Source: an optimization exercise on an open RTL-to-GDS flow (aim: small area). Production flows keep margins and buffers that such runs may drop.
Only simulation tests tie the RTL to the original design; equivalence was not proved.
Power figures rest on the tool's default switching activity, not on a simulated workload.

===== flow/design.v =====
module decralp (
	input [7:0] in1, in2, in3, in4,
	input clk,
	input [255:0] key,
	input [3:0] r,
	output reg [7:0] out1, out2, out3, out4);
function [7:0] xt;
	input [7:0] v;
	xt = {v[6:0], 1'b0} ^ (v[7] ? 8'h1B : 8'h00);
endfunction
wire [3:0] h = 4'b0001 << r[3:2];
wire [3:0] l = 4'b0001 << r[1:0];
function [7:0] sel4;
	input [3:0] s;
	input [7:0] d0, d1, d2, d3;
	sel4 = ({8{s[0]}} & d0) | ({8{s[1]}} & d1) | ({8{s[2]}} & d2) | ({8{s[3]}} & d3);
endfunction
function [7:0] kb;
	input [255:0] k;
	input integer i;
	kb = k[8*i +: 8];
endfunction
wire [7:0] tw [25:31];
genvar g;
generate
	for (g = 25; g <= 31; g = g + 1) begin : gtw
		assign tw[g] = sel4(h, kb(key, g), kb(key, g-4), kb(key, g-8), kb(key, g-12));
	end
endgenerate
wire [7:0] kw1 = sel4(l, tw[28], tw[27], tw[26], tw[25]);
wire [7:0] kw2 = sel4(l, tw[29], tw[28], tw[27], tw[26]);
wire [7:0] kw3 = sel4(l, tw[30], tw[29], tw[28], tw[27]);
wire [7:0] kw4 = sel4(l, tw[31], tw[30], tw[29], tw[28]);
function [7:0] rot;
	input [7:0] v;
	input [3:0] s;
	input b2;
	reg [7:0] u;
	begin
		u = sel4(s, v, {v[0], v[7:1]}, {v[1:0], v[7:2]}, {v[2:0], v[7:3]});
		u = b2 ? {u[3:0], u[7:4]} : u;
		rot = {u[0], u[7:1]};
	end
endfunction
wire [7:0] a1 = rot(in1 ^ kw1, l, r[2]);
wire [7:0] a2 = rot(in2 ^ kw2, l, r[2]);
wire [7:0] a3 = rot(in3 ^ kw3, l, r[2]);
wire [7:0] a4 = rot(in4 ^ kw4, l, r[2]);
reg [7:0] c1, c2, c3, c4;
wire [7:0] p13 = a1 ^ a3;
wire [7:0] p24 = a2 ^ a4;
always @(posedge clk) begin
	c1 <= p13 ^ p24;
	c2 <= p24 ^ xt(c1);
	c3 <= a2 ^ a3 ^ xt(c2);
	c4 <= p13 ^ a4 ^ xt(c3);
end
wire [7:0] b2 = c4;
wire [7:0] b3 = c3 ^ c4;
wire [7:0] b4 = c2 ^ c4;
wire [7:0] b1 = c1 ^ c2 ^ b3;
wire [7:0] uo [0:17];
generate
	for (g = 0; g <= 6; g = g + 1) begin : guo
		assign uo[g] = sel4(h, kb(key, g), kb(key, g+4), kb(key, g+8), kb(key, g+12));
	end
	for (g = 7; g <= 17; g = g + 1) begin : gus
		assign uo[g][1:0] = sel4(h, kb(key, g), kb(key, g+4), kb(key, g+8), kb(key, g+12));
		assign uo[g][7:2] = 6'd0;
	end
endgenerate
wire [7:0] ko1 = sel4(l, uo[0], uo[1], uo[2], uo[3]);
wire [7:0] ko2 = sel4(l, uo[1], uo[2], uo[3], uo[4]);
wire [7:0] ko3 = sel4(l, uo[2], uo[3], uo[4], uo[5]);
wire [7:0] ko4 = sel4(l, uo[3], uo[4], uo[5], uo[6]);
wire [7:0] s2 = sel4(l, uo[4], uo[5], uo[6], uo[7]);
wire [7:0] s3 = sel4(l, uo[6], uo[7], uo[8], uo[9]);
wire [7:0] s4 = sel4(l, uo[8], uo[9], uo[10], uo[11]);
wire [7:0] s5 = sel4(l, uo[10], uo[11], uo[12], uo[13]);
wire [7:0] s6 = sel4(l, uo[12], uo[13], uo[14], uo[15]);
wire [7:0] s7 = sel4(l, uo[14], uo[15], uo[16], uo[17]);
wire [1:0] s0 = ko1[1:0];
wire [1:0] s1 = ko3[1:0];
wire [7:0] y1, y2, y3, y4;
dec_sbox u_sb0 (.v(b3[3:0]), .s(s0),      .k(ko1[3:0]), .y(y1[3:0]));
dec_sbox u_sb1 (.v(b3[7:4]), .s(s1),      .k(ko1[7:4]), .y(y1[7:4]));
dec_sbox u_sb2 (.v(b4[3:0]), .s(s2[1:0]), .k(ko2[3:0]), .y(y2[3:0]));
dec_sbox u_sb3 (.v(b4[7:4]), .s(s3[1:0]), .k(ko2[7:4]), .y(y2[7:4]));
dec_sbox u_sb4 (.v(b1[3:0]), .s(s4[1:0]), .k(ko3[3:0]), .y(y3[3:0]));
dec_sbox u_sb5 (.v(b1[7:4]), .s(s5[1:0]), .k(ko3[7:4]), .y(y3[7:4]));
dec_sbox u_sb6 (.v(b2[3:0]), .s(s6[1:0]), .k(ko4[3:0]), .y(y4[3:0]));
dec_sbox u_sb7 (.v(b2[7:4]), .s(s7[1:0]), .k(ko4[7:4]), .y(y4[7:4]));
always @(posedge clk) begin
	out1 <= y1;
	out2 <= y2;
	out3 <= y3;
	out4 <= y4;
end
endmodule
module dec_sbox (
	input [3:0] v,
	input [1:0] s,
	input [3:0] k,
	output [3:0] y);
reg [63:0] t;
always @* begin
	case (s)
		2'd0: t = 64'h0123456789ABCDEF;
		2'd1: t = 64'h543210EDCBA9876F;
		2'd2: t = 64'hBA9EDC601572438F;
		default: t = 64'hEDC01245B3A6987F;
	endcase
end
assign y = t[4*v +: 4] ^ k;
endmodule

===== flow/flow/run.sh =====
#!/bin/bash
# Own layout flow: ORFS as in standard.sh, with
#  - synthesis as synth_recipe.tcl, but the S-box module dec_sbox replaced by a
#    pre-mapped netlist of the same function (flow/dec_sbox_mapped.v), the rest
#    mapped with an area-oriented ABC script and without the half/full adder
#    extraction (registers are untouched: ABC runs without -dff, so the
#    registers and their names are the standard ones)
#  - the smallest buffer on the ports, and CTS without dummy loads.
set -euo pipefail
W=$(pwd)
F=$W/flow
mkdir -p $W/mysynth
sed -e 's|log_cmd abc {\*}\$abc_args|set abc_args [lreplace $abc_args 1 1 '"$F"'/area.abc]\n  log_cmd abc {*}$abc_args|' \
    -e 's|  \[dont_use_adder_kinds\] ne "none"|  0|' \
    $FLOW_HOME/scripts/synth.tcl > $W/mysynth/synth.tcl
grep -q "area.abc" $W/mysynth/synth.tcl
sed "s|source \$::env(SCRIPTS_DIR)/synth.tcl|source $W/mysynth/synth.tcl|" $W/synth_recipe.tcl > $W/mysynth/synth_recipe.tcl
grep -q "mysynth/synth.tcl" $W/mysynth/synth_recipe.tcl
cat > $W/mysynth/premap.tcl <<EOT
read_verilog -overwrite $F/dec_sbox_mapped.v
hierarchy -check -top \$::env(DESIGN_NAME)
EOT

ORFS_DIR=$W/orfs
RES=$ORFS_DIR/results/$FLOW_PLATFORM/decralp/base
make -C $FLOW_HOME DESIGN_CONFIG=$W/config.mk WORK_HOME=$ORFS_DIR CLKGATE_MAP_FILE= \
  SYNTH_SCRIPT=$W/mysynth/synth_recipe.tcl \
  SYNTH_CANONICALIZE_TCL=$W/mysynth/premap.tcl \
  REMOVE_ABC_BUFFERS=1 \
  "BUFFER_PORTS_ARGS=-buffer_cell sky130_fd_sc_hd__buf_1" \
  "CTS_ARGS=-sink_clustering_enable -repair_clock_nets -dont_use_dummy_load -buf_list {sky130_fd_sc_hd__clkbuf_4 sky130_fd_sc_hd__clkbuf_8}" \
  finish > $W/make.log 2>&1
: # left out here: write the final layout as DEF

===== flow/flow/area.abc =====
strash
dch
map -a
mfs2
strash
dch
map -a
topo

===== flow/flow/dec_sbox_mapped.v =====
// dec_sbox mapped by ABC (&deepsyn -J 5000 -S 7; dch; map -a)
module dec_sbox (input [3:0] v, input [1:0] s, input [3:0] k, output [3:0] y);
  wire new_n15, new_n16, new_n17, new_n18, new_n19, new_n20, new_n21,
    new_n22, new_n23, new_n24, new_n25, new_n26, new_n27, new_n28, new_n29,
    new_n30, new_n31, new_n32, new_n33, new_n34, new_n35, new_n36, new_n37,
    new_n38, new_n39, new_n40, new_n41, new_n42, new_n44, new_n45, new_n46,
    new_n47, new_n48, new_n49, new_n50, new_n51, new_n52, new_n53, new_n55,
    new_n56, new_n57, new_n58, new_n59, new_n60, new_n61, new_n63, new_n64,
    new_n65, new_n66;
  sky130_fd_sc_hd__nand3_1                          g00(.A(v[1]), .B(v[2]), .C(s[1]), .Y(new_n15));
  sky130_fd_sc_hd__clkinv_1                         g01(.A(v[1]), .Y(new_n16));
  sky130_fd_sc_hd__clkinv_1                         g02(.A(s[0]), .Y(new_n17));
  sky130_fd_sc_hd__clkinv_1                         g03(.A(s[1]), .Y(new_n18));
  sky130_fd_sc_hd__nor2_1                           g04(.A(v[0]), .B(v[3]), .Y(new_n19));
  sky130_fd_sc_hd__a21oi_1                          g05(.A1(new_n19), .A2(new_n18), .B1(new_n16), .Y(new_n20));
  sky130_fd_sc_hd__nand2_1                          g06(.A(v[2]), .B(s[1]), .Y(new_n21));
  sky130_fd_sc_hd__nor2_1                           g07(.A(v[1]), .B(v[2]), .Y(new_n22));
  sky130_fd_sc_hd__clkinv_1                         g08(.A(new_n22), .Y(new_n23));
  sky130_fd_sc_hd__o21ai_0                          g09(.A1(new_n17), .A2(new_n21), .B1(new_n23), .Y(new_n24));
  sky130_fd_sc_hd__nor2_1                           g10(.A(new_n17), .B(new_n18), .Y(new_n25));
  sky130_fd_sc_hd__clkinv_1                         g11(.A(new_n25), .Y(new_n26));
  sky130_fd_sc_hd__a21oi_1                          g12(.A1(new_n26), .A2(new_n21), .B1(new_n24), .Y(new_n27));
  sky130_fd_sc_hd__nor2_1                           g13(.A(v[0]), .B(new_n27), .Y(new_n28));
  sky130_fd_sc_hd__nand2_1                          g14(.A(new_n22), .B(new_n17), .Y(new_n29));
  sky130_fd_sc_hd__nand3_1                          g15(.A(new_n29), .B(v[0]), .C(new_n15), .Y(new_n30));
  sky130_fd_sc_hd__nand2_1                          g16(.A(new_n30), .B(v[3]), .Y(new_n31));
  sky130_fd_sc_hd__o32ai_1                          g17(.A1(new_n16), .A2(new_n17), .A3(new_n20), .B1(new_n31), .B2(new_n28), .Y(new_n32));
  sky130_fd_sc_hd__clkinv_1                         g18(.A(new_n24), .Y(new_n33));
  sky130_fd_sc_hd__o21ai_0                          g19(.A1(v[3]), .A2(s[1]), .B1(s[0]), .Y(new_n34));
  sky130_fd_sc_hd__nor2_1                           g20(.A(v[2]), .B(v[3]), .Y(new_n35));
  sky130_fd_sc_hd__o21ai_0                          g21(.A1(new_n18), .A2(new_n35), .B1(new_n34), .Y(new_n36));
  sky130_fd_sc_hd__nor2_1                           g22(.A(v[0]), .B(new_n17), .Y(new_n37));
  sky130_fd_sc_hd__nor2_1                           g23(.A(v[3]), .B(new_n26), .Y(new_n38));
  sky130_fd_sc_hd__o21ai_0                          g24(.A1(new_n37), .A2(new_n38), .B1(new_n22), .Y(new_n39));
  sky130_fd_sc_hd__o21ai_0                          g25(.A1(v[0]), .A2(new_n36), .B1(new_n39), .Y(new_n40));
  sky130_fd_sc_hd__a31oi_1                          g26(.A1(v[0]), .A2(new_n33), .A3(new_n36), .B1(new_n40), .Y(new_n41));
  sky130_fd_sc_hd__o21ai_0                          g27(.A1(new_n15), .A2(new_n32), .B1(new_n41), .Y(new_n42));
  sky130_fd_sc_hd__xor2_1                           g28(.A(k[0]), .B(new_n42), .X(y[0]));
  sky130_fd_sc_hd__clkinv_1                         g29(.A(new_n35), .Y(new_n44));
  sky130_fd_sc_hd__a21oi_1                          g30(.A1(new_n44), .A2(new_n37), .B1(s[1]), .Y(new_n45));
  sky130_fd_sc_hd__o31ai_1                          g31(.A1(new_n18), .A2(new_n19), .A3(new_n37), .B1(v[2]), .Y(new_n46));
  sky130_fd_sc_hd__o21ai_0                          g32(.A1(v[3]), .A2(s[1]), .B1(new_n23), .Y(new_n47));
  sky130_fd_sc_hd__a221oi_1                         g33(.A1(v[3]), .A2(s[1]), .B1(new_n46), .B2(new_n25), .C1(new_n47), .Y(new_n48));
  sky130_fd_sc_hd__o21ai_0                          g34(.A1(new_n45), .A2(new_n48), .B1(new_n16), .Y(new_n49));
  sky130_fd_sc_hd__a21oi_1                          g35(.A1(s[1]), .A2(new_n19), .B1(new_n38), .Y(new_n50));
  sky130_fd_sc_hd__nor2_1                           g36(.A(new_n27), .B(new_n50), .Y(new_n51));
  sky130_fd_sc_hd__nor2_1                           g37(.A(new_n51), .B(new_n32), .Y(new_n52));
  sky130_fd_sc_hd__nand2_1                          g38(.A(new_n52), .B(new_n49), .Y(new_n53));
  sky130_fd_sc_hd__xor2_1                           g39(.A(k[1]), .B(new_n53), .X(y[1]));
  sky130_fd_sc_hd__nor2_1                           g40(.A(s[0]), .B(new_n19), .Y(new_n55));
  sky130_fd_sc_hd__xnor2_1                          g41(.A(v[2]), .B(new_n55), .Y(new_n56));
  sky130_fd_sc_hd__nor3_1                           g42(.A(new_n20), .B(new_n46), .C(new_n38), .Y(new_n57));
  sky130_fd_sc_hd__nor2_1                           g43(.A(v[0]), .B(v[1]), .Y(new_n58));
  sky130_fd_sc_hd__nor2_1                           g44(.A(new_n22), .B(new_n58), .Y(new_n59));
  sky130_fd_sc_hd__a221oi_1                         g45(.A1(new_n38), .A2(new_n59), .B1(new_n56), .B2(new_n20), .C1(new_n57), .Y(new_n60));
  sky130_fd_sc_hd__o31ai_1                          g46(.A1(v[1]), .A2(s[0]), .A3(new_n53), .B1(new_n60), .Y(new_n61));
  sky130_fd_sc_hd__xnor2_1                          g47(.A(k[2]), .B(new_n61), .Y(y[2]));
  sky130_fd_sc_hd__o21ai_0                          g48(.A1(v[0]), .A2(v[1]), .B1(v[2]), .Y(new_n63));
  sky130_fd_sc_hd__nand2_1                          g49(.A(new_n26), .B(new_n29), .Y(new_n64));
  sky130_fd_sc_hd__nor4_1                           g50(.A(new_n17), .B(new_n58), .C(new_n44), .D(new_n20), .Y(new_n65));
  sky130_fd_sc_hd__a311oi_1                         g51(.A1(v[3]), .A2(new_n63), .A3(new_n64), .B1(new_n65), .C1(new_n48), .Y(new_n66));
  sky130_fd_sc_hd__xor2_1                           g52(.A(k[3]), .B(new_n66), .X(y[3]));
endmodule



===== flow/standard.sh =====
#!/bin/bash
# synth_recipe.tcl (not shown) runs the flow's synth.tcl, then flattens the netlist and writes it again
# the make line also repeats each setting of config.mk as NAME=value (left out here)
make -C /OpenROAD-flow-scripts/flow DESIGN_CONFIG=/design/flow/config.mk WORK_HOME=/design/flow/orfs CLKGATE_MAP_FILE= SYNTH_SCRIPT=/design/flow/synth_recipe.tcl "${@:-finish}"

===== flow/config.mk =====
export PLATFORM = sky130hd
export DESIGN_NAME = decralp
export DESIGN_NICKNAME = decralp
export VERILOG_FILES = /design/flow/design.v
export SDC_FILE = /design/flow/constraint.sdc
export NUM_CORES = 4
export LEC_CHECK = 0
export CAP_MARGIN = 20
export CORE_MARGIN = 2
export CORE_UTILIZATION = 50
export GPL_TIMING_DRIVEN = 0
export SLEW_MARGIN = 20

===== flow/constraint.sdc =====
create_clock -name core_clock -period 5.0 [get_ports {clk}]
set_input_delay 1.0000 -clock core_clock [delete_from_list [all_inputs] [get_ports {clk}]]
set_output_delay 1.0000 -clock core_clock [all_outputs]
set_load 0.01 [all_outputs]

==> results of run 1 <==
synthesized netlist by cell type (9+ instances only):
master | count | share of area [%]
nand2_1 | 314 | 12
a22oi_1 | 288 | 23
nor2_1 | 134 | 5.2
xor2_1 | 116 | 11
clkinv_1 | 103 | 4.0
o21ai_0 | 102 | 5.3
nand3_1 | 97 | 5.1
a21oi_1 | 73 | 3.8
dfxtp_1 | 64 | 13
xnor2_1 | 61 | 5.6
a221oi_1 | 24 | 2.2
a31oi_1 | 23 | 1.5
o31ai_1 | 19 | 1.5
o211ai_1 | 18 | 1.4
o22ai_1 | 12 | 0.78
o221ai_1 | 11 | 1.0
nor3_1 | 9 | 0.47
stage by stage:
step           utilization (%)  worst slack [ps]  total power (W)  TNS, ps  hold slack (ps)
2_1_floorplan                -             -3970          0.00500  -236880              455
3_3_place_gp              59.1             -9640          0.00619  -584070              466
3_5_place_dp              62.4             -2110          0.00627   -93820              466
4_1_cts                   63.6              53.3          0.00665        0              471
5_1_grt                   63.8               145          0.00740        0              491
6_report                  63.8               402          0.00674        0              472
what timing repair did:
action / CTS / global route
gates cloned: 3 / 0
endpoints found under the setup margin: 64 / 46
pin swaps: 8 / 3
resized for setup: 5 / 4
setup buffers: 9 / 3
hold endpoints to repair: 0 / 0
registers in the layout, indices dropped and copies added (netlist names):
name	count
out1	8
out2	8
c1	8
c2	8
out3	8
c3	8
out4	8
c4	8
final cells by class:
type | count | area [µm²]
Multi-Input combinational cell | 1342 | 7990
Fill cell | 1845 | 6800
Timing Repair Buffer | 359 | 1870
Sequential cell | 64 | 1280
Inverter | 103 | 404
Tap cell | 234 | 293
Clock buffer | 9 | 124
Antenna cell | 1 | 2.50
cells by family (layout without fill, tap and decap cells):
group | Yosys count | in the layout | share of synthesized area (%)
xor+xnor | 177 | 177 | 16.2
other cells | 0 | 1 | 0
simple gates | 565 | 568 | 23.8
compound gates | 597 | 597 | 42.6
flops | 64 | 64 | 13.4
buf+inv | 103 | 471 | 4.03
power by group:
group / internal [W] / switching [W]
Combinational: 0.00196 / 0.00330
Clock: 0.000160 / 0.000185
Sequential: 0.000852 / 0.000276
routing by layer:
metal | GRT usage, % | part of all wire [%]
met5 | 0 | 0
met4 | 13.1 | 3.2
met3 | 5.96 | 11
met2 | 64.2 | 46
met1 | 52.1 | 40
path summary, 6_finish.rpt:
check             start      end  slack, ps  cells after the start
setup reg to reg  c4[2]  out3[2]       1850                     12
setup / recovery   r[2]  out2[6]        400                     16
hold reg to reg   c1[6]    c2[7]        470                      1
hold / removal    c1[6]    c2[7]        470                      1
==> run_results.csv, run 1 <==
group,metric,value,unit
worst_setup_path,worst-path-max-fanout,40,
global_route,overflow,0,
synthesis,synthCells,1506,
worst_setup_path,crit_required,5270,ps
worst_setup_path,cp_slowest_stage_delay,390,ps
placed_design,gp_congestion,0.999,
cells_and_area,final_cell_mix,"buf_1 (322), nand2_1 (314), a22oi_1 (288)",
synthesis,ys_seq_elements,64,
routing,drt_iter0_drc,1600,
run_status,status,"finished clean",
synthesis,synth.avg_cell_area,6.36,µm²
sta,worst_slew_pin_slew,754,ps
clock_tree,clk_pin_slew_worst_paths,70,ps
placed_design,placed_cells,2087,
sta,fin_crit,4600,ps
worst_setup_path,crit_path_end_kind,"flop",
sta,rsz0062_at_grt,"false",
hold_path,hold_path.class,"reg -> reg",
synthesis,syn-cell-area,9580,µm²
worst_setup_path,cp_num_buf_inv,6,
synthesis,synthFlopType,"dfxtp_1",
run,drv_cap,0,
pwr,ir_drop,0.312,mV
clock_tree,clock_path_buffers,2,
cells_and_area,layout_commonest_cell,"buf_1",
routing,wl,41300,µm
placed_design,io_buffers,324,
routing,ant_nets,0,
die,chipHeight,142,µm
global_route,first_global_vias,12200,
die,core-area,18800,µm²
clock_tree,cts_num_sinks,64,
placed_design,place_hpwl,32300,µm
sta,finalCritPeriodShare,92.0,%
placed_design,placed_cell_area,11700,µm²
synthesis,synth-async-reset-ratio,0,%
sta,clock_skew,19.3,ps
synthesis,synth-seq-area-share,13.4,%
clock_tree,cts_tree,"built",
clock_tree,cts-root-buf,"clkbuf_8",
worst_setup_path,path_cells,"buf_4 > inv_8 > nor2_4 > buf_12 > buf_16 > clkinvlp_4 > o221ai_1 > a22oi_1 > nand2_1 > clkinv_1 > o31ai_1 > a221oi_1 > o21ai_0 > nand2_1 > o31ai_1 > xnor2_1",
cells_and_area,design_area,12000,µm²
worst_setup_path,critPathTopFamily,"compound AO/OA/AOI/OAI gates",
sta,setup_violations,0,
sta,hold_viol_final,0,
die,initial_core_util,51.1,%
synthesis,ys_warn_count,1,
global_route,track_usage,39.0,%
worst_setup_path,arrival,4870,ps
cells_and_area,final_layout_size_suffix_gt1_share,3.84,%
pwr,p_leak,4.47,nW
synthesis,synth_cell_types,24,
clock_tree,clock_latency,360,ps
clock_tree,cts-buffers-inserted,9,
sta,max_slew_margin,49.6,%
routing,first_pass_iters,7,
clock_tree,h-tree-depth,3,
routing,viasPerCell,6.51,
sta,max_freq,217,MHz
global_route,grt_pass1_wl,63900,µm
worst_setup_path,crit_type,"in -> reg",
global_route,grt_start_max_net_pins,41,
worst_setup_path,worstSetupStartpointType,"input port",
cells_and_area,area_growth,24.9,%
die,dieArea,20300,µm²
routing,vias,13800,
pwr,powerDensity,563,nW/µm²
cells_and_area,nets,2172,
clock_tree,post_cts_hold_buffer_count,0,
worst_setup_path,critPathSlowestCell,"o221ai_1",
synthesis,synth-edff-count,0,
die,core.rowCount,50,
routing,avgRoutedWirePerCell,19.5,µm
global_route,antenna_found_initial,0,
sta,final_max_slew_viol_count,0,
cells_and_area,finalNonFillerCells,2112,
die,io_pins,325,
die,die_w,142,µm
routing,drcViolationCount,0,
==> inputs of run 2 (changes only) <==
--- a/flow/flow/run.sh
+++ b/flow/flow/run.sh
@@ -26,7 +26,6 @@
 make -C $FLOW_HOME DESIGN_CONFIG=$W/config.mk WORK_HOME=$ORFS_DIR CLKGATE_MAP_FILE= \
   SYNTH_SCRIPT=$W/mysynth/synth_recipe.tcl \
   SYNTH_CANONICALIZE_TCL=$W/mysynth/premap.tcl \
-  REMOVE_ABC_BUFFERS=1 \
   "BUFFER_PORTS_ARGS=-buffer_cell sky130_fd_sc_hd__buf_1" \
   "CTS_ARGS=-sink_clustering_enable -repair_clock_nets -dont_use_dummy_load -buf_list {sky130_fd_sc_hd__clkbuf_4 sky130_fd_sc_hd__clkbuf_8}" \
   finish > $W/make.log 2>&1
--- a/flow/config.mk
+++ b/flow/config.mk
@@ -8,5 +8,4 @@
 export CAP_MARGIN = 20
 export CORE_MARGIN = 2
 export CORE_UTILIZATION = 50
-export GPL_TIMING_DRIVEN = 0
 export SLEW_MARGIN = 20
==> run 2 against run 1 <==
Effect of this change: via count rose by 0.39%; clock skew grew 11 ps; non-clock buffer count decreased by 7; fmax up 2.7%; global-route usage is 0.29 points lower; synthesized cell count stayed put; sequential power about the same; design area fell by 2.6%; critical path type unchanged; largest power group unchanged.
==> run_results.csv, run 2 <==
group,metric,value,unit
synthesis,synthFlopType,"dfxtp_1",
cells_and_area,nets,2162,
placed_design,gp_congestion,1.04,
global_route,antenna_found_initial,1,
sta,setup_violations,0,
pwr,powerDensity,586,nW/µm²
die,chipHeight,142,µm
routing,avgRoutedWirePerCell,19.6,µm
sta,setup-tns-final,0,ps
clock_tree,h-tree-depth,3,
clock_tree,cts_resized,0,
clock_tree,post_cts_hold_buffer_count,0,
pwr,p_switching,0.00387,W
pwr,p_clk_share,5.1,%
sta,fin_crit,4480,ps
sta,final_max_slew_viol_count,0,
cells_and_area,layout_commonest_cell,"buf_1",
worst_setup_path,crit_path_end_kind,"flop",
pwr,ir_drop,0.322,mV
pwr,p_int,0.00296,W
routing,first_pass_iters,7,
clock_tree,post_cts_buffers,0,
cells_and_area,final_cell_mix,"buf_1 (323), nand2_1 (312), a22oi_1 (288)",
synthesis,yosysTopAreaCell,"a22oi_1",
pwr,p_leak,4.33,nW
sta,max_freq,223,MHz
routing,viasPerCell,6.57,
run,drv_cap,0,
routing,drt_iter0_drc,1780,
die,dieArea,20300,µm²
worst_setup_path,arrival,4770,ps
pwr,p_comb_share,78.1,%
synthesis,syn-cell-area,9580,µm²
worst_setup_path,crit_type,"in -> reg",
worst_setup_path,worstSetupStartpointType,"input port",
synthesis,synth_cell_types,24,
pwr,p_seq_share,16.8,%
sta,clock_skew,30.6,ps
pwr,switching_share,56.7,%
clock_tree,clock_latency,360,ps
synthesis,synth_area_leaders,"a22oi_1 (23%), dfxtp_1 (13%), nand2_1 (12%)",
sta,hold_viol_final,0,
synthesis,syn_nets,1799,
synthesis,synth_common_cells,"nand2_1 (314), a22oi_1 (288), nor2_1 (134)",
hold_path,hold_path.class,"reg -> reg",
routing,ant_nets,0,
cells_and_area,num-fill-cells,1846,
die,core-area,18800,µm²
synthesis,ys_seq_elements,64,
sta,whs,502,ps
synthesis,synth_top_cell_area_share,22.6,%
routing,vias,13800,
global_route,grt_start_max_net_pins,119,
cells_and_area,final_layout_size_suffix_gt1_share,3.86,%
placed_design,place_hpwl,32400,µm
routing,wl,41300,µm
worst_setup_path,crit_required,5290,ps
die,die_w,142,µm
synthesis,synth.avg_cell_area,6.36,µm²
clock_tree,cts_num_sinks,64,
clock_tree,cts-buffers-inserted,9,
clock_tree,clock_path_buffers,2,
sta,worst_slew_pin_slew,794,ps
synthesis,ys_warn_count,1,
sta,finalCritPeriodShare,89.5,%
synthesis,synth-async-reset-ratio,0,%
sta,max_slew_margin,46.9,%
cells_and_area,multi_input_area,8040,µm²
synthesis,synth-seq-area-share,13.4,%
clock_tree,cts-root-buf,"clkbuf_8",
cells_and_area,seq_area,1280,µm²
cells_and_area,area_growth,21.6,%
global_route,grt_pass1_wl,63400,µm
routing,drcViolationCount,0,
clock_tree,cts_tree,"built",
worst_setup_path,worst-path-max-fanout,25,
clock_tree,clk_pin_slew_worst_paths,80,ps
synthesis,synth-edff-count,0,
die,initial_core_util,51.1,%
placed_design,io_buffers,324,
synthesis,synthCells,1506,
global_route,first_global_vias,12200,
global_route,track_usage,38.7,%
sta,rsz0062_at_grt,"false",
die,core.rowCount,50,
die,io_pins,325,
synthesis,synth_most_common_cell,"nand2_1",
run_status,status,"finished clean",
global_route,overflow,0,
## run 2: cell count changes in the layout (fill, tap and decap cells not counted), sizes merged
cell | before | now
buf | 358 | 351
inv | 1 | 0
nor2 | 137 | 134
clkinvlp | 2 | 0
clkinv | 100 | 103
## run 2: power by group through the flow
| stage | Clock (W) | Sequential (W) | Combinational [W] |
|---|---|---|---|
| 6_report | 0.000348 | 0.00115 | 0.00533 |
| 5_1_grt | 0.000375 | 0.00118 | 0.00589 |
| 4_1_cts | 0.000353 | 0.00114 | 0.00522 |
| 3_5_place_dp | 0 | 0.00115 | 0.00520 |
| 3_3_place_gp | 0 | 0.00115 | 0.00523 |
| 2_1_floorplan | 0 | 0.00114 | 0.00390 |
## run 2: final timing paths
path	startpoint	slack, ps	cells past startpoint	endpoint
max reg2reg	c4[0]	1790	9	out3[2]
max	r[3]	520	16	out2[2]
min reg2reg	c1[6]	500	1	c2[7]
min	c1[6]	500	1	c2[7]
## run 2: critical path, stage by stage
cell and delay, ps:
buf_1 320, clkinv_1 330, nor2_4 180, buf_4 300
buf_4 350, nand2_1 120, nand3_1 170, a22oi_1 100
nand2_1 280, clkinv_1 210, o31ai_1 410, a221oi_1 150
o21ai_0 270, nand2_1 140, o31ai_1 270, xnor2_1 150
## run 2: cell type report
| class | count | share of cell area, % |
|---|---|---|
| antenna | 1 | 0.0215 |
| clock buffer | 9 | 1.06 |
| inverter | 103 | 3.57 |
| multi-input combinational | 1339 | 68.9 |
| sequential | 64 | 11.0 |
| tap | 234 | 2.51 |
| timing repair buffer | 352 | 12.9 |
## run 2: cell families (layout without fill, tap and decap cells)
family	Yosys count	count (layout)	share of synthesized area, %
and+or+nand+nor	565	565	23.8
buffers and inverters	103	464	4.03
AOI/OAI and AO/OA	597	597	42.6
DFF	64	64	13.4
xor gates and xnor gates	177	177	16.2
other	0	1	0
## run 2: per-stage QoR
| step | area, µm² | instances | setup WS (ps) | utilization (%) | total power, W |
|---|---|---|---|---|---|
| finish | 11700 | 2102 | 525 | 62.1 | 0.00683 |
| global route | 11700 | 2102 | 391 | 62.1 | 0.00745 |
| CTS | 11700 | 2101 | 697 | 62.1 | 0.00671 |
| detailed placement | 11500 | 2092 | 326 | 61.4 | 0.00635 |
| global placement | 11500 | 2092 | 311 | 61.4 | 0.00639 |
| floorplan | 9730 | 1506 | -80.3 | - | 0.00503 |
## run 2: metal layers
layer / global-route usage (%) / vias up / share of wire (%)
met1: 52.1 / 6328 / 40
li1: - / 6391 / -
met3: 7.54 / 124 / 11
met2: 60.9 / 962 / 45
met4: 15.2 / 0 / 3.6
met5: 0 / - / 0
==> inputs of run 3 (changes only) <==
==> flow/design.v (replaced) <==
module decralp (
	input [7:0] in1, in2, in3, in4,
	input clk,
	input [255:0] key,
	input [3:0] r,
	output reg [7:0] out1, out2, out3, out4);
function [7:0] xt;
	input [7:0] v;
	xt = {v[6:0], 1'b0} ^ (v[7] ? 8'h1B : 8'h00);
endfunction
wire [31:0] kw, ko;
wire [11:0] ks;
dec_keysel u_ks (.key(key), .r(r), .kw(kw), .ko(ko), .ks(ks));
wire [31:0] an;
dec_rot u_rot (.w({in4, in3, in2, in1} ^ kw), .r(r[2:0]), .an(an));
wire [7:0] a1 = ~an[7:0];
wire [7:0] a2 = ~an[15:8];
wire [7:0] a3 = ~an[23:16];
wire [7:0] a4 = ~an[31:24];
reg [7:0] c1, c2, c3, c4;
wire [7:0] p13 = a1 ^ a3;
wire [7:0] p24 = a2 ^ a4;
always @(posedge clk) begin
	c1 <= p13 ^ p24;
	c2 <= p24 ^ xt(c1);
	c3 <= a2 ^ a3 ^ xt(c2);
	c4 <= p13 ^ a4 ^ xt(c3);
end
wire [7:0] b2 = c4;
wire [7:0] b3 = c3 ^ c4;
wire [7:0] b4 = c2 ^ c4;
wire [7:0] b1 = c1 ^ c2 ^ b3;
wire [7:0] y1, y2, y3, y4;
dec_sbox u_sb0 (.v(b3[3:0]), .s(ko[1:0]),   .k(ko[3:0]),   .y(y1[3:0]));
dec_sbox u_sb1 (.v(b3[7:4]), .s(ko[17:16]), .k(ko[7:4]),   .y(y1[7:4]));
dec_sbox u_sb2 (.v(b4[3:0]), .s(ks[1:0]),   .k(ko[11:8]),  .y(y2[3:0]));
dec_sbox u_sb3 (.v(b4[7:4]), .s(ks[3:2]),   .k(ko[15:12]), .y(y2[7:4]));
dec_sbox u_sb4 (.v(b1[3:0]), .s(ks[5:4]),   .k(ko[19:16]), .y(y3[3:0]));
dec_sbox u_sb5 (.v(b1[7:4]), .s(ks[7:6]),   .k(ko[23:20]), .y(y3[7:4]));
dec_sbox u_sb6 (.v(b2[3:0]), .s(ks[9:8]),   .k(ko[27:24]), .y(y4[3:0]));
dec_sbox u_sb7 (.v(b2[7:4]), .s(ks[11:10]), .k(ko[31:28]), .y(y4[7:4]));
always @(posedge clk) begin
	out1 <= y1;
	out2 <= y2;
	out3 <= y3;
	out4 <= y4;
end
endmodule
module dec_keysel (
	input [255:0] key,
	input [3:0] r,
	output [31:0] kw,
	output [31:0] ko,
	output [11:0] ks);
genvar g;
generate
	for (g = 0; g < 4; g = g + 1) begin : gk
		assign kw[8*g +: 8] = key[8*(28+g-r) +: 8];
		assign ko[8*g +: 8] = key[8*(r+g) +: 8];
	end
	for (g = 2; g < 8; g = g + 1) begin : gs
		assign ks[2*(g-2) +: 2] = key[8*(r+2*g) +: 2];
	end
endgenerate
endmodule
module dec_rot (
	input [31:0] w,
	input [2:0] r,
	output [31:0] an);
wire [2:0] n = r + 3'd1;
genvar g;
generate
	for (g = 0; g < 4; g = g + 1) begin : gr
		wire [15:0] d = {w[8*g +: 8], w[8*g +: 8]} >> n;
		assign an[8*g +: 8] = ~d[7:0];
	end
endgenerate
endmodule
module dec_sbox (
	input [3:0] v,
	input [1:0] s,
	input [3:0] k,
	output [3:0] y);
reg [63:0] t;
always @* begin
	case (s)
		2'd0: t = 64'h0123456789ABCDEF;
		2'd1: t = 64'h543210EDCBA9876F;
		2'd2: t = 64'hBA9EDC601572438F;
		default: t = 64'hEDC01245B3A6987F;
	endcase
end
assign y = t[4*v +: 4] ^ k;
endmodule
--- a/flow/flow/run.sh
+++ b/flow/flow/run.sh
@@ -1,7 +1,8 @@
 #!/bin/bash
 # Own layout flow: ORFS as in standard.sh, with
-#  - synthesis as synth_recipe.tcl, but the S-box module dec_sbox replaced by a
-#    pre-mapped netlist of the same function (flow/dec_sbox_mapped.v), the rest
+#  - synthesis as synth_recipe.tcl, but the modules dec_sbox, dec_keysel and
+#    dec_rot replaced by pre-mapped netlists of the same functions
+#    (flow/dec_sbox_mapped.v, and the netlist flow/gen_premap.py writes), the rest
 #    mapped with an area-oriented ABC script and without the half/full adder
 #    extraction (registers are untouched: ABC runs without -dff, so the
 #    registers and their names are the standard ones)
@@ -16,7 +17,9 @@
 grep -q "area.abc" $W/mysynth/synth.tcl
 sed "s|source \$::env(SCRIPTS_DIR)/synth.tcl|source $W/mysynth/synth.tcl|" $W/synth_recipe.tcl > $W/mysynth/synth_recipe.tcl
 grep -q "mysynth/synth.tcl" $W/mysynth/synth_recipe.tcl
+python3 $F/gen_premap.py $W/mysynth/premap.v > $W/gen_premap.log 2>&1
 cat > $W/mysynth/premap.tcl <<EOT
+read_verilog -overwrite $W/mysynth/premap.v
 read_verilog -overwrite $F/dec_sbox_mapped.v
 hierarchy -check -top \$::env(DESIGN_NAME)
 EOT
==> flow/flow/gen_premap.py (new file) <==
#!/usr/bin/env python3
"""Writes flow/premap.v: gate-level (sky130_fd_sc_hd) netlists of dec_keysel and
dec_rot, the same functions as the behavioural modules in rtl/decralp.v.
4:1 selects use active-low one-hot selects: y = (s0|d0)(s1|d1)(s2|d2)(s3|d3),
built as nor2(o22ai, o22ai)."""
import sys
P = 'sky130_fd_sc_hd__'
out = []
cnt = [0]
def inst(cell, **pins):
    cnt[0] += 1
    conn = ', '.join('.%s(%s)' % (k, v) for k, v in pins.items())
    out.append('  %s%s g%d (%s);' % (P, cell, cnt[0], conn))
wires = []
def wire(name):
    wires.append(name)
    return name
def mux4(sn, d, y):
    x1 = wire('x%d_a' % (cnt[0] + 1)); inst('o22ai_1', A1=sn[0], A2=d[0], B1=sn[1], B2=d[1], Y=x1)
    x2 = wire('x%d_b' % (cnt[0] + 1)); inst('o22ai_1', A1=sn[2], A2=d[2], B1=sn[3], B2=d[3], Y=x2)
    inst('nor2_1', A=x1, B=x2, Y=y)
def decoder(hi, lo, tag):
    # active-low one-hot of {hi,lo}: n0 = hi|lo, n1 = hi|~lo, n2 = ~hi|lo, n3 = ~(hi&lo)
    n = [wire('%sn%d' % (tag, i)) for i in range(4)]
    inst('or2_1', A=hi, B=lo, X=n[0])
    inst('or2b_1', A=hi, B_N=lo, X=n[1])
    inst('or2b_1', A=lo, B_N=hi, X=n[2])
    inst('nand2_1', A=hi, B=lo, Y=n[3])
    return n

def keysel():
    global out, wires, cnt
    out, wires = [], []
    hn = decoder('r[3]', 'r[2]', 'h')
    ln = decoder('r[1]', 'r[0]', 'l')
    K = lambda byte, bit: 'key[%d]' % (8 * byte + bit)
    # whitening: tw[m] = byte m - 4*r[3:2], m = 25..31
    tw = {}
    for m in range(25, 32):
        for b in range(8):
            tw[m, b] = wire('tw%d_%d' % (m, b))
            mux4(hn, [K(m - 4 * i, b) for i in range(4)], tw[m, b])
    for j in range(4):
        for b in range(8):
            mux4(ln, [tw[28 + j - i, b] for i in range(4)], 'kw[%d]' % (8 * j + b))
    # output: uo[m] = byte m + 4*r[3:2]; full bytes m = 0..6, bits 1:0 up to 17
    uo = {}
    for m in range(0, 18):
        for b in (range(8) if m <= 6 else range(2)):
            uo[m, b] = wire('uo%d_%d' % (m, b))
            mux4(hn, [K(m + 4 * i, b) for i in range(4)], uo[m, b])
    for i in range(4):
        for b in range(8):
            mux4(ln, [uo[i + t, b] for t in range(4)], 'ko[%d]' % (8 * i + b))
    for k in range(2, 8):
        for b in range(2):
            mux4(ln, [uo[2 * k + t, b] for t in range(4)], 'ks[%d]' % (2 * (k - 2) + b))
    body = out
    hdr = ['module dec_keysel (input [255:0] key, input [3:0] r, output [31:0] kw, output [31:0] ko, output [11:0] ks);']
    return hdr + ['  wire %s;' % w for w in wires] + body + ['endmodule']

def rot():
    global out, wires, cnt
    out, wires = [], []
    ln = decoder('r[1]', 'r[0]', 'l')
    r2n = wire('r2n'); inst('clkinv_1', A='r[2]', Y=r2n)
    for j in range(4):
        v = ['w[%d]' % (8 * j + b) for b in range(8)]
        u = [wire('u%d_%d' % (j, b)) for b in range(8)]
        for b in range(8):
            mux4(ln, [v[(b + t) % 8] for t in range(4)], u[b])
        # zn[b] = ~(r[2] ? u[b+4] : u[b]);  an[b] = zn[(b+1)%8]
        for b in range(8):
            bb = (b + 1) % 8
            inst('o22ai_1', A1='r[2]', A2=u[bb], B1=r2n, B2=u[(bb + 4) % 8], Y='an[%d]' % (8 * j + b))
    hdr = ['module dec_rot (input [31:0] w, input [2:0] r, output [31:0] an);']
    return hdr + ['  wire %s;' % w for w in wires] + out + ['endmodule']

text = ['// generated by gen/gen_premap.py', ''] + keysel() + [''] + rot() + ['']
open(sys.argv[1] if len(sys.argv) > 1 else 'flow/premap.v', 'w').write('\n'.join(text))
==> run 3 against run 2 <==
Effect of this change: still clean on timing, DRC and antenna; core utilization increased by 1.1 points; area after synthesis fell by 7.0%; first-iteration DRC count fell by 14%; critical path type unchanged; largest cell class unchanged; highest routed layer unchanged.
==> run_results.csv, run 3 <==
group,metric,value,unit
clock_tree,cts_num_sinks,64,
pwr,p_leak,3.57,nW
die,core-area,17400,µm²
synthesis,synth_cell_types,19,
synthesis,syn-cell-area,8910,µm²
worst_setup_path,crit_required,5260,ps
clock_tree,clock_path_buffers,2,
worst_setup_path,arrival,4520,ps
sta,hold_viol_final,0,
synthesis,synth.avg_cell_area,6.38,µm²
routing,drcViolationCount,0,
cells_and_area,nets,2069,
routing,wl,39100,µm
worst_setup_path,worstSetupStartpointType,"input port",
run,drv_cap,0,
routing,viasPerCell,6.71,
die,io_pins,325,
sta,rsz0062_at_grt,"false",
die,die_w,137,µm
global_route,overflow,0,
synthesis,synth-edff-count,0,
worst_setup_path,crit_type,"in -> reg",
cells_and_area,design_area,11000,µm²
die,dieArea,18900,µm²
cells_and_area,final_layout_size_suffix_gt1_share,3.49,%
synthesis,synth-async-reset-ratio,0,%
routing,ant_nets,0,
cells_and_area,final_cell_mix,"o22ai_1 (516), nor2_1 (338), buf_1 (324)",
worst_setup_path,crit_path_end_kind,"flop",
sta,finalCritPeriodShare,85.1,%
routing,first_pass_iters,7,
global_route,first_global_vias,11400,
global_route,grt_pass1_wl,58800,µm
placed_design,placed_cell_area,10900,µm²
run_status,status,"finished clean",
sta,setup_violations,0,
global_route,antenna_found_initial,0,
die,initial_core_util,51.3,%
synthesis,yosysTopAreaCell,"o22ai_1",
synthesis,ys_warn_count,1,
cells_and_area,n_antenna_cell,0,
sta,final_max_slew_viol_count,0,
sta,worst_slew_pin_slew,1030,ps
die,core.rowCount,48,
sta,fin_crit,4250,ps
clock_tree,cts-buffers-inserted,9,
clock_tree,post_cts_hold_buffer_count,0,
routing,avgRoutedWirePerCell,19.5,µm
clock_tree,cts_tree,"built",
synthesis,synthFlopType,"dfxtp_1",
clock_tree,h-tree-depth,3,
synthesis,synth_common_cells,"o22ai_1 (516), nor2_1 (338), xor2_1 (90)",
clock_tree,cts-root-buf,"clkbuf_8",
clock_tree,post_cts_buffers,0,
routing,vias,13400,
synthesis,synth_most_common_cell,"o22ai_1",
global_route,track_usage,39.5,%
synthesis,synthCells,1396,
synthesis,synth_area_leaders,"o22ai_1 (36%), dfxtp_1 (14%), nor2_1 (14%)",
synthesis,syn_nets,1689,
cells_and_area,area_growth,23.2,%
cells_and_area,seq_area,1280,µm²
cells_and_area,multi_input_area,7440,µm²
hold_path,hold_path.class,"reg -> reg",
clock_tree,cts_resized,0,
die,chipHeight,137,µm
placed_design,io_buffers,324,
routing,drt_iter0_drc,1536,
worst_setup_path,worst-path-max-fanout,44,
cells_and_area,layout_commonest_cell,"o22ai_1",
global_route,grt_start_max_net_pins,57,
clock_tree,clk_pin_slew_worst_paths,70,ps
sta,max_freq,235,MHz
synthesis,ys_seq_elements,64,
synthesis,synth-seq-area-share,14.4,%
pwr,powerDensity,663,nW/µm²
clock_tree,clock_latency,360,ps
synthesis,synth_top_cell_area_share,36.2,%
placed_design,place_hpwl,30400,µm
sta,clock_skew,22.0,ps
sta,setup-tns-final,0,ps
cells_and_area,num-fill-cells,1752,
placed_design,gp_congestion,1.02,
pwr,ir_drop,0.740,mV
sta,max_slew_margin,31.6,%
[run 3: cell types whose count changed after synthesis, moves of 41 or more]
cell / before / now
a21oi_1: 73 / 32
a22oi_1: 288 / 0
clkinv_1: 103 / 57
nand2_1: 314 / 43
nand3_1: 97 / 16
nor2_1: 134 / 338
o22ai_1: 12 / 516
[run 3: worst paths after layout]
path / end / cells past startpoint / start / slack [ps]
setup / recovery: c1[3] / 13 / r[2] / 750
hold / removal: c2[2] / 1 / c1[1] / 480
setup reg to reg: out3[6] / 10 / c4[7] / 1630
hold reg to reg: c2[2] / 1 / c1[1] / 480
[run 3: per-layer routing]
metal / global-route usage [%] / share of wire, %
met2: 65.0 / 45
met4: 25.3 / 6.8
met1: 47.6 / 38
met3: 6.44 / 9.9
met5: 0 / 0
[run 3: report_power, final]
part	switching (W)	internal, W	leakage [nW]
sequential	0.000296	0.000858	0.540
clock	0.000199	0.000160	0.0647
combinational	0.00363	0.00213	2.97
[run 3: cell type report]
type	count	area share [%]
timing repair buffer	369	15.0
sequential	64	11.7
inverter	57	1.95
tap	225	2.56
multi-input combinational	1275	67.7
clock buffer	9	1.13
[run 3: cells by family (layout without fill, tap and decap cells)]
kind of cell              after synthesis  in the layout  synth area share [%]
AOI/OAI and AO/OA                     676            676                  47.1
xor gates and xnor gates              177            177                  17.4
and+or+nand+nor                       422            422                  18.7
DFF                                    64             64                  14.4
buffers and inverters                  57            435                  2.40
[run 3: critical path, stage by stage]
cell and delay (ps):
buf_1 290, or2b_4 570, buf_4 280, o22ai_1 100, nor2_1 230, o22ai_1 120, nor2_1 180, xor2_1 480
o22ai_1 130, nor2_1 250, o22ai_1 160, xnor2_1 430, xor2_1 280
[run 3: metrics by stage]
step / util [%] / setup WS (ps) / total power (W) / cells / hold WS [ps]
6_report: 63.2 / 747 / 0.00727 / 1999 / 477
5_1_grt: 63.2 / 519 / 0.00785 / 1999 / 498
4_1_cts: 63.2 / 923 / 0.00713 / 1999 / 479
3_5_place_dp: 62.5 / 545 / 0.00675 / 1990 / 473
3_3_place_gp: 62.5 / 603 / 0.00673 / 1990 / 461
2_1_floorplan: - / 468 / 0.00517 / 1396 / 453
==> inputs of run 4 (changes only) <==
--- a/flow/flow/run.sh
+++ b/flow/flow/run.sh
@@ -30,6 +30,6 @@
   SYNTH_SCRIPT=$W/mysynth/synth_recipe.tcl \
   SYNTH_CANONICALIZE_TCL=$W/mysynth/premap.tcl \
   "BUFFER_PORTS_ARGS=-buffer_cell sky130_fd_sc_hd__buf_1" \
-  "CTS_ARGS=-sink_clustering_enable -repair_clock_nets -dont_use_dummy_load -buf_list {sky130_fd_sc_hd__clkbuf_4 sky130_fd_sc_hd__clkbuf_8}" \
+  "CTS_ARGS=-sink_clustering_enable -repair_clock_nets -dont_use_dummy_load -sink_clustering_size 16 -sink_clustering_max_diameter 60 -buf_list {sky130_fd_sc_hd__clkbuf_8}" \
   finish > $W/make.log 2>&1
 : # left out here: write the final layout as DEF
==> flow/flow/gen_premap.py (replaced) <==
#!/usr/bin/env python3
"""Writes flow/premap.v: gate-level (sky130_fd_sc_hd) netlists of dec_keysel and
dec_rot, the same functions as the behavioural modules in rtl/decralp.v.
4:1 selects use active-low one-hot selects: y = (s0|d0)(s1|d1)(s2|d2)(s3|d3),
built as nor2(o22ai, o22ai)."""
import sys
P = 'sky130_fd_sc_hd__'
out = []
cnt = [0]
def inst(cell, **pins):
    cnt[0] += 1
    conn = ', '.join('.%s(%s)' % (k, v) for k, v in pins.items())
    out.append('  %s%s g%d (%s);' % (P, cell, cnt[0], conn))
wires = []
def wire(name):
    wires.append(name)
    return name
def mux4(sn, d, y):
    x1 = wire('x%d_a' % (cnt[0] + 1)); inst('o22ai_1', A1=sn[0], A2=d[0], B1=sn[1], B2=d[1], Y=x1)
    x2 = wire('x%d_b' % (cnt[0] + 1)); inst('o22ai_1', A1=sn[2], A2=d[2], B1=sn[3], B2=d[3], Y=x2)
    inst('nor2_1', A=x1, B=x2, Y=y)
def decoder(hi, lo, tag, copies):
    # active-low one-hot of {hi,lo}: n0 = hi|lo, n1 = hi|~lo, n2 = ~hi|lo,
    # n3 = ~(hi&lo); one copy of the four nand2 gates per group of loads
    hin = wire('%sin' % tag); inst('clkinv_1', A=hi, Y=hin)
    lon = wire('%son' % tag); inst('clkinv_1', A=lo, Y=lon)
    res = []
    for c in range(copies):
        n = [wire('%sn%d_%d' % (tag, i, c)) for i in range(4)]
        inst('nand2_1', A=hin, B=lon, Y=n[0])
        inst('nand2_1', A=hin, B=lo, Y=n[1])
        inst('nand2_1', A=hi, B=lon, Y=n[2])
        inst('nand2_1', A=hi, B=lo, Y=n[3])
        res.append(n)
    return res
def grp(decs, i, total):
    # the decoder copy for load i of total
    return decs[min(len(decs) - 1, i * len(decs) // total)]

def keysel():
    global out, wires, cnt
    out, wires = [], []
    hw = decoder('r[3]', 'r[2]', 'hw', 3)
    ho = decoder('r[3]', 'r[2]', 'ho', 4)
    lw = decoder('r[1]', 'r[0]', 'lw', 2)
    lo = decoder('r[1]', 'r[0]', 'lo', 3)
    K = lambda byte, bit: 'key[%d]' % (8 * byte + bit)
    # whitening: tw[m] = byte m - 4*r[3:2], m = 25..31
    tw = {}
    for m in range(25, 32):
        for b in range(8):
            tw[m, b] = wire('tw%d_%d' % (m, b))
            mux4(grp(hw, 8 * (m - 25) + b, 56), [K(m - 4 * i, b) for i in range(4)], tw[m, b])
    for j in range(4):
        for b in range(8):
            mux4(grp(lw, 8 * j + b, 32), [tw[28 + j - i, b] for i in range(4)], 'kw[%d]' % (8 * j + b))
    # output: uo[m] = byte m + 4*r[3:2]; full bytes m = 0..6, bits 1:0 up to 17
    uo = {}
    idx = 0
    for m in range(0, 18):
        for b in (range(8) if m <= 6 else range(2)):
            uo[m, b] = wire('uo%d_%d' % (m, b))
            mux4(grp(ho, idx, 78), [K(m + 4 * i, b) for i in range(4)], uo[m, b])
            idx += 1
    idx = 0
    for i in range(4):
        for b in range(8):
            mux4(grp(lo, idx, 44), [uo[i + t, b] for t in range(4)], 'ko[%d]' % (8 * i + b))
            idx += 1
    for k in range(2, 8):
        for b in range(2):
            mux4(grp(lo, idx, 44), [uo[2 * k + t, b] for t in range(4)], 'ks[%d]' % (2 * (k - 2) + b))
            idx += 1
    body = out
    hdr = ['module dec_keysel (input [255:0] key, input [3:0] r, output [31:0] kw, output [31:0] ko, output [11:0] ks);']
    return hdr + ['  wire %s;' % w for w in wires] + body + ['endmodule']

def rot():
    global out, wires, cnt
    out, wires = [], []
    lr = decoder('r[1]', 'r[0]', 'lr', 2)
    r2n = wire('r2n'); inst('clkinv_1', A='r[2]', Y=r2n)
    for j in range(4):
        v = ['w[%d]' % (8 * j + b) for b in range(8)]
        u = [wire('u%d_%d' % (j, b)) for b in range(8)]
        for b in range(8):
            mux4(grp(lr, 8 * j + b, 32), [v[(b + t) % 8] for t in range(4)], u[b])
        # zn[b] = ~(r[2] ? u[b+4] : u[b]);  an[b] = zn[(b+1)%8]
        for b in range(8):
            bb = (b + 1) % 8
            inst('o22ai_1', A1='r[2]', A2=u[bb], B1=r2n, B2=u[(bb + 4) % 8], Y='an[%d]' % (8 * j + b))
    hdr = ['module dec_rot (input [31:0] w, input [2:0] r, output [31:0] an);']
    return hdr + ['  wire %s;' % w for w in wires] + out + ['endmodule']

text = ['// generated by gen/gen_premap.py', ''] + keysel() + [''] + rot() + ['']
open(sys.argv[1] if len(sys.argv) > 1 else 'flow/premap.v', 'w').write('\n'.join(text))
--- a/flow/config.mk
+++ b/flow/config.mk
@@ -8,4 +8,5 @@
 export CAP_MARGIN = 20
 export CORE_MARGIN = 2
 export CORE_UTILIZATION = 50
+export GPL_TIMING_DRIVEN = 0
 export SLEW_MARGIN = 20
==> run 4 against run 3 <==
Effect of this change: non-clock buffer count is 45 lower; highest routed layer unchanged; largest power group unchanged; clock skew up 5.9 ps; critical path type unchanged; synthesized cell count rose by 3.9%; die area up 1.9%; sequential cell count did not move; sequential share of layout area up 0.23 points.
==> run_results.csv, run 4 <==
group,metric,value,unit
run_status,status,"finished clean",
sta,rsz0062_at_grt,"false",
worst_setup_path,critPathSlowestCell,"nor2_1",
worst_setup_path,critPathTopFamily,"simple AND/OR/NAND/NOR gates",
die,dieArea,19300,µm²
clock_tree,cts_tree,"built",
cells_and_area,finalNonFillerCells,2013,
sta,worst_slew_pin_slew,877,ps
routing,first_pass_iters,6,
cells_and_area,area_growth,18.6,%
clock_tree,cts-buffers-inserted,9,
worst_setup_path,crit_required,5290,ps
synthesis,synth_top_cell_area_share,35.5,%
clock_tree,post_cts_hold_buffer_count,0,
clock_tree,clk_pin_slew_worst_paths,70,ps
clock_tree,h-tree-depth,3,
routing,ant_nets,0,
sta,setup-tns-final,0,ps
clock_tree,cts-root-buf,"clkbuf_8",
sta,clock_skew,27.8,ps
routing,vias,14100,
placed_design,place_hpwl,36600,µm
global_route,first_global_vias,12200,
synthesis,syn_nets,1743,
global_route,grt_start_max_net_pins,50,
clock_tree,cts_num_sinks,64,
synthesis,yosysTopAreaCell,"o22ai_1",
routing,viasPerCell,7.01,
sta,max_slew_margin,41.5,%
routing,avgRoutedWirePerCell,23.1,µm
synthesis,ys_seq_elements,64,
worst_setup_path,cp_slowest_stage_delay,600,ps
worst_setup_path,worst-path-max-fanout,19,
sta,fin_crit,4750,ps
global_route,grt_pass1_wl,68300,µm
synthesis,synth_most_common_cell,"o22ai_1",
hold_path,hold_path.class,"reg -> reg",
synthesis,synth_area_leaders,"o22ai_1 (36%), dfxtp_1 (14%), nor2_1 (14%)",
cells_and_area,nets,2078,
routing,drcViolationCount,0,
synthesis,synth.avg_cell_area,6.26,µm²
worst_setup_path,worstSetupStartpointType,"input port",
worst_setup_path,path_cells,"clkbuf_2 > clkinv_1 > nand2_2 > o22ai_1 > nor2_1 > o22ai_1 > nor2_1 > clkinv_1 > o31ai_1 > a221oi_1 > o21ai_0 > nand2_1 > o31ai_1 > xnor2_1",
die,io_pins,325,
global_route,antenna_found_initial,1,
pwr,ir_drop,0.740,mV
synthesis,syn-cell-area,9080,µm²
sta,finalCritPeriodShare,95.1,%
synthesis,synth-async-reset-ratio,0,%
cells_and_area,final_layout_size_suffix_gt1_share,1.46,%
global_route,overflow,0,
placed_design,gp_congestion,1.09,
worst_setup_path,arrival,5050,ps
placed_design,placed_cells,2003,
die,initial_core_util,50.7,%
sta,setup_violations,0,
worst_setup_path,crit_type,"in -> reg",
synthesis,synth-edff-count,0,
worst_setup_path,cp_num_buf_inv,3,
pwr,p_leak,3.45,nW
global_route,track_usage,44.6,%
clock_tree,clock_latency,370,ps
sta,max_freq,210,MHz
die,core.rowCount,49,
cells_and_area,layout_commonest_cell,"o22ai_1",
synthesis,synth_common_cells,"o22ai_1 (516), nor2_1 (338), nand2_1 (96)",
clock_tree,clock_path_buffers,2,
sta,hold_viol_final,0,
synthesis,ys_warn_count,1,
synthesis,synth_cell_types,17,
synthesis,synthFlopType,"dfxtp_1",
die,core-area,17900,µm²
die,die_w,139,µm
run,drv_cap,0,
cells_and_area,final_cell_mix,"o22ai_1 (516), nor2_1 (336), buf_1 (322)",
sta,final_max_slew_viol_count,0,
synthesis,synthCells,1450,
pwr,powerDensity,669,nW/µm²
routing,wl,46400,µm
placed_design,io_buffers,324,
die,chipHeight,139,µm
routing,drt_iter0_drc,2987,
synthesis,synth-seq-area-share,14.1,%
worst_setup_path,crit_path_end_kind,"flop",
-- run 4: changes by cell type after synthesis --
cell      delta
or2_1        -3
or2b_1       -6
clkinv_1    +10
nand2_1     +53
-- run 4: kinds of logic (layout without fill, tap and decap cells) --
family	after synthesis	count (layout)	share of synthesized area, %
AND/OR/NAND/NOR	466	466	19.8
AO/OA/AOI/OAI	676	676	46.2
flip-flops	64	64	14.1
XOR/XNOR	177	177	17.1
buffers and inverters	67	400	2.77
other	0	1	0
-- run 4: through the flow --
stage	utilization (%)	hold WS [ps]	cell area, µm²	setup WS, ps	power (W)
3_3_place_gp	59.1	462	10600	-1650	0.00655
2_1_floorplan	-	453	9080	1370	0.00517
5_1_grt	60.2	499	10800	1.28	0.00774
3_5_place_dp	59.1	475	10600	-622	0.00662
6_report	60.2	474	10800	245	0.00721
4_1_cts	60.0	482	10700	11.8	0.00699
-- run 4: final cells by class --
type,count,area (µm²)
multi-input combinational,1319,7600
fill,1830,7130
sequential,64,1280
timing repair buffer,324,1220
tap,229,287
inverter,67,255
clock buffer,9,124
antenna,1,2.50
-- run 4: where the power goes --
part | switching [W] | internal, W
sequential | 0.000276 | 0.000858
clock | 0.000189 | 0.000160
combinational | 0.00370 | 0.00202
total | 0.00417 | 0.00304
-- run 4: routing by layer --
metal / wire [µm] / global-route usage, % / vias up
met5: 0 / 0 / -
met4: 2640 / 19.3 / 0
met3: 7480 / 13.7 / 181
met2: 19200 / 67.1 / 1380
met1: 17100 / 59.1 / 6206
li1: - / - / 6349
-- run 4: repair_timing --
action                     in CTS  in global routing
hold endpoints to repair        0                  0
gates resized for setup        12                  8
setup buffers                   0                  0
setup endpoints to repair       4                 25
-- run 4: worst paths after layout --
path / start / endpoint / slack [ps] / cells after the start
worst max register to register: c4[4] / out3[6] / 1600 / 9
worst max-delay path: r[3] / out1[2] / 250 / 14
worst min register to register: c1[4] / c2[5] / 470 / 1
worst min-delay path: c1[4] / c2[5] / 470 / 1
==> inputs of run 5 (changes only) <==
--- a/flow/flow/run.sh
+++ b/flow/flow/run.sh
@@ -30,6 +30,6 @@
   SYNTH_SCRIPT=$W/mysynth/synth_recipe.tcl \
   SYNTH_CANONICALIZE_TCL=$W/mysynth/premap.tcl \
   "BUFFER_PORTS_ARGS=-buffer_cell sky130_fd_sc_hd__buf_1" \
-  "CTS_ARGS=-sink_clustering_enable -repair_clock_nets -dont_use_dummy_load -sink_clustering_size 16 -sink_clustering_max_diameter 60 -buf_list {sky130_fd_sc_hd__clkbuf_8}" \
+  "CTS_ARGS=-sink_clustering_enable -repair_clock_nets -dont_use_dummy_load -buf_list {sky130_fd_sc_hd__clkbuf_4 sky130_fd_sc_hd__clkbuf_8}" \
   finish > $W/make.log 2>&1
 : # left out here: write the final layout as DEF
==> run 5 against run 4 <==
Effect of this change: still clean; critical path depth stayed put; worst hold slack is the same; routed wire length unchanged; first-iteration DRC count stayed put; global-route usage unchanged; cell count unchanged; power is the same.
==> run_results.csv, run 5 <==
group,metric,value,unit
run_status,status,"finished clean",
worst_setup_path,critPathLaunch,"r[3]",
clock_tree,clock_path_buffers,2,
hold_path,min-delay-start,"c1[4]",
pwr,ir_drop,0.740,mV
sta,finalCritPeriodShare,95.1,%
sta,setup_violations,0,
placed_design,placed_cells,2003,
synthesis,synth_most_common_cell,"o22ai_1",
global_route,antenna_found_initial,1,
synthesis,synth_adder_area_share,0,%
synthesis,yosys.area_share.simple,19.8,%
sta,clock_skew,27.8,ps
clock_tree,cts-buffers-inserted,9,
worst_setup_path,crit_type,"in -> reg",
die,core-area,17900,µm²
cells_and_area,layout_commonest_cell,"o22ai_1",
clock_tree,post_cts_hold_buffer_count,0,
worst_setup_path,crit_required,5290,ps
synthesis,ys_seq_elements,64,
synthesis,syn_nets,1743,
routing,viasPerCell,7.01,
clock_tree,clock_latency,370,ps
worst_setup_path,r2r_end,"out3[6]",
sta,max_slew_margin,41.5,%
worst_setup_path,crit_path_end_kind,"flop",
clock_tree,cts_num_sinks,64,
synthesis,synth-edff-count,0,
placed_design,io_buffers,324,
pwr,p_leak,3.45,nW
worst_setup_path,crit-reg2reg-launch,"c4[4]",
pwr,powerDensity,669,nW/µm²
cells_and_area,nets,2078,
global_route,first_global_vias,12200,
clock_tree,clk_pin_slew_worst_paths,70,ps
routing,wl,46400,µm
hold_path,hold_end,"c2[5]",
hold_path,hold_path.class,"reg -> reg",
synthesis,synth_common_cells,"o22ai_1 (516), nor2_1 (338), nand2_1 (96)",
synthesis,synthCells,1450,
clock_tree,cts_tree,"built",
routing,avgRoutedWirePerCell,23.1,µm
sta,rsz0062_at_grt,"false",
global_route,grt_pass1_wl,68300,µm
cells_and_area,final_layout_size_suffix_gt1_share,1.46,%
worst_setup_path,r2r_cells,9,
global_route,track_usage,44.6,%
placed_design,gp_congestion,1.09,
cells_and_area,final_cell_mix,"o22ai_1 (516), nor2_1 (336), buf_1 (322)",
synthesis,synth_top_family_by_area,"compound AO/OA/AOI/OAI gates",
routing,vias,14100,
die,initial_core_util,50.7,%
worst_setup_path,arrival,5050,ps
synthesis,yosysTopAreaCell,"o22ai_1",
synthesis,ys_warn_count,1,
synthesis,synth_cell_types,17,
placed_design,place_hpwl,36600,µm
cells_and_area,finalNonFillerCells,2013,
synthesis,muxShareOfSynthArea,0,%
die,chipHeight,139,µm
sta,hold_viol_final,0,
routing,drt_iter0_drc,2987,
hold_path,hold_depth,1,
synthesis,synth-async-reset-ratio,0,%
sta,final_max_slew_viol_count,0,
clock_tree,h-tree-depth,3,
die,io_pins,325,
synthesis,synth_xor_area_share,17.1,%
synthesis,synth.avg_cell_area,6.26,µm²
die,dieArea,19300,µm²
run,drv_cap,0,
sta,fin_crit,4750,ps
worst_setup_path,r2r_slack,1600,ps
die,core.rowCount,49,
sta,setup-tns-final,0,ps
sta,max_freq,210,MHz
routing,first_pass_iters,6,
cells_and_area,area_growth,18.6,%
synthesis,syn-cell-area,9080,µm²
global_route,overflow,0,
worst_setup_path,worstSetupStartpointType,"input port",
synthesis,synth_top_cell_area_share,35.5,%
clock_tree,cts-root-buf,"clkbuf_8",
routing,drcViolationCount,0,
synthesis,synth-compound-area-share,46.2,%
routing,ant_nets,0,
synthesis,synth-seq-area-share,14.1,%
synthesis,synth_area_leaders,"o22ai_1 (36%), dfxtp_1 (14%), nor2_1 (14%)",
die,die_w,139,µm
worst_setup_path,worst-path-max-fanout,19,
global_route,grt_start_max_net_pins,50,
sta,worst_slew_pin_slew,877,ps
synthesis,synthFlopType,"dfxtp_1",
-- run 5: cell counts in the layout (fill, tap and decap cells not counted) --
Identical to the previous run, type by type.
-- run 5: cells by family after synthesis --
| logic type | count (synthesis) |
|---|---|
| buffers and inverters | 67 |
| AO/OA/AOI/OAI | 676 |
| flip-flops | 64 |
| XOR/XNOR | 177 |
| AND/OR/NAND/NOR | 466 |
-- run 5: worst max path at each step --
stage	end	slack [ps]	depth (start not counted)
after detailed placement	out1[6]	-620	14
final	out1[2]	250	14
after global routing	out1[6]	1	16
after global placement	out1[6]	-1650	14
after floorplan	out1[6]	1370	13
after CTS	out1[6]	10	14
-- run 5: final cells by class --
type	count	area, µm²
clock buffer	9	124
fill	1830	7130
inverter	67	255
timing repair buffer	324	1220
sequential	64	1280
tap	229	287
multi-input combinational	1319	7600
antenna	1	2.50
-- run 5: layer usage --
layer | vias up | track usage (%) | part of all wire [%]
met5 | - | 0 | 0
met4 | 0 | 19.3 | 5.7
met3 | 181 | 13.7 | 16
met2 | 1380 | 67.1 | 41
met1 | 6206 | 59.1 | 37
li1 | 6349 | - | -
-- run 5: per-stage QoR --
stage / instance area, µm² / hold WS (ps) / setup slack (ps) / total power [W] / util (%)
after CTS: 10700 / 482 / 11.8 / 0.00699 / 60.0
after global routing: 10800 / 499 / 1.28 / 0.00774 / 60.2
after detailed placement: 10600 / 475 / -622 / 0.00662 / 59.1
after floorplan: 9080 / 453 / 1370 / 0.00517 / -
after global placement: 10600 / 462 / -1650 / 0.00655 / 59.1
final: 10800 / 474 / 245 / 0.00721 / 60.2
-- run 5: repair_timing --
item / CTS / global route
endpoints found under the setup margin: 4 / 25
buffers inserted: 0 / 0
resized for setup: 12 / 8
-- run 5: report_power, final --
part	total (W)	switching (W)	internal, W	leakage (nW)
clock	0.000349	0.000189	0.000160	0.0647
combinational	0.00572	0.00370	0.00202	2.84
sequential	0.00113	0.000276	0.000858	0.540
total	0.00721	0.00417	0.00304	3.45
-- run 5: worst max-delay path, cell delays in order --
cell and delay (ps):
clkbuf_2 320, clkinv_1 440, nand2_2 530, o22ai_1 230, nor2_1 290, o22ai_1 110
nor2_1 600, clkinv_1 280, o31ai_1 380, a221oi_1 150, o21ai_0 190, nand2_1 110
o31ai_1 250, xnor2_1 150

==> port drivers added, routing unchanged <==
The results above use ideal ports. As a check the final layouts listed here were re-extracted and re-timed, cells and wires unchanged.
Step 1 assumes that a clkbuf_16 drives the clock port and a buf_2 every other input.
Step 2 adds t to the input delays and takes it off the output delays; t is the mean of the earliest and latest rising clock arrival at the registers after step 1. Input paths then give back, and output paths get back, about the clock's delay inside the block.
Slacks: ideal ports / drivers / drivers and shift; pairs: ideal ports / drivers.
run	t, ns	setup slack, ns	latest minus earliest clock arrival (ns)	pins driven straight from the clock port
run 1	0.384	0.402 / 0.375 / -0.009	0.029 / 0.029	1
run 2	0.385	0.525 / 0.535 / 0.150	0.030 / 0.031	1
run 3	0.402	0.747 / 0.745 / 0.342	0.036 / 0.035	1
run 4	0.401	0.245 / 0.198 / -0.203	0.028 / 0.028	1
run 5	0.401	0.245 / 0.198 / -0.203	0.028 / 0.028	1
Met with ideal ports but missed after step 2: setup timing in run 1, run 4 and run 5.
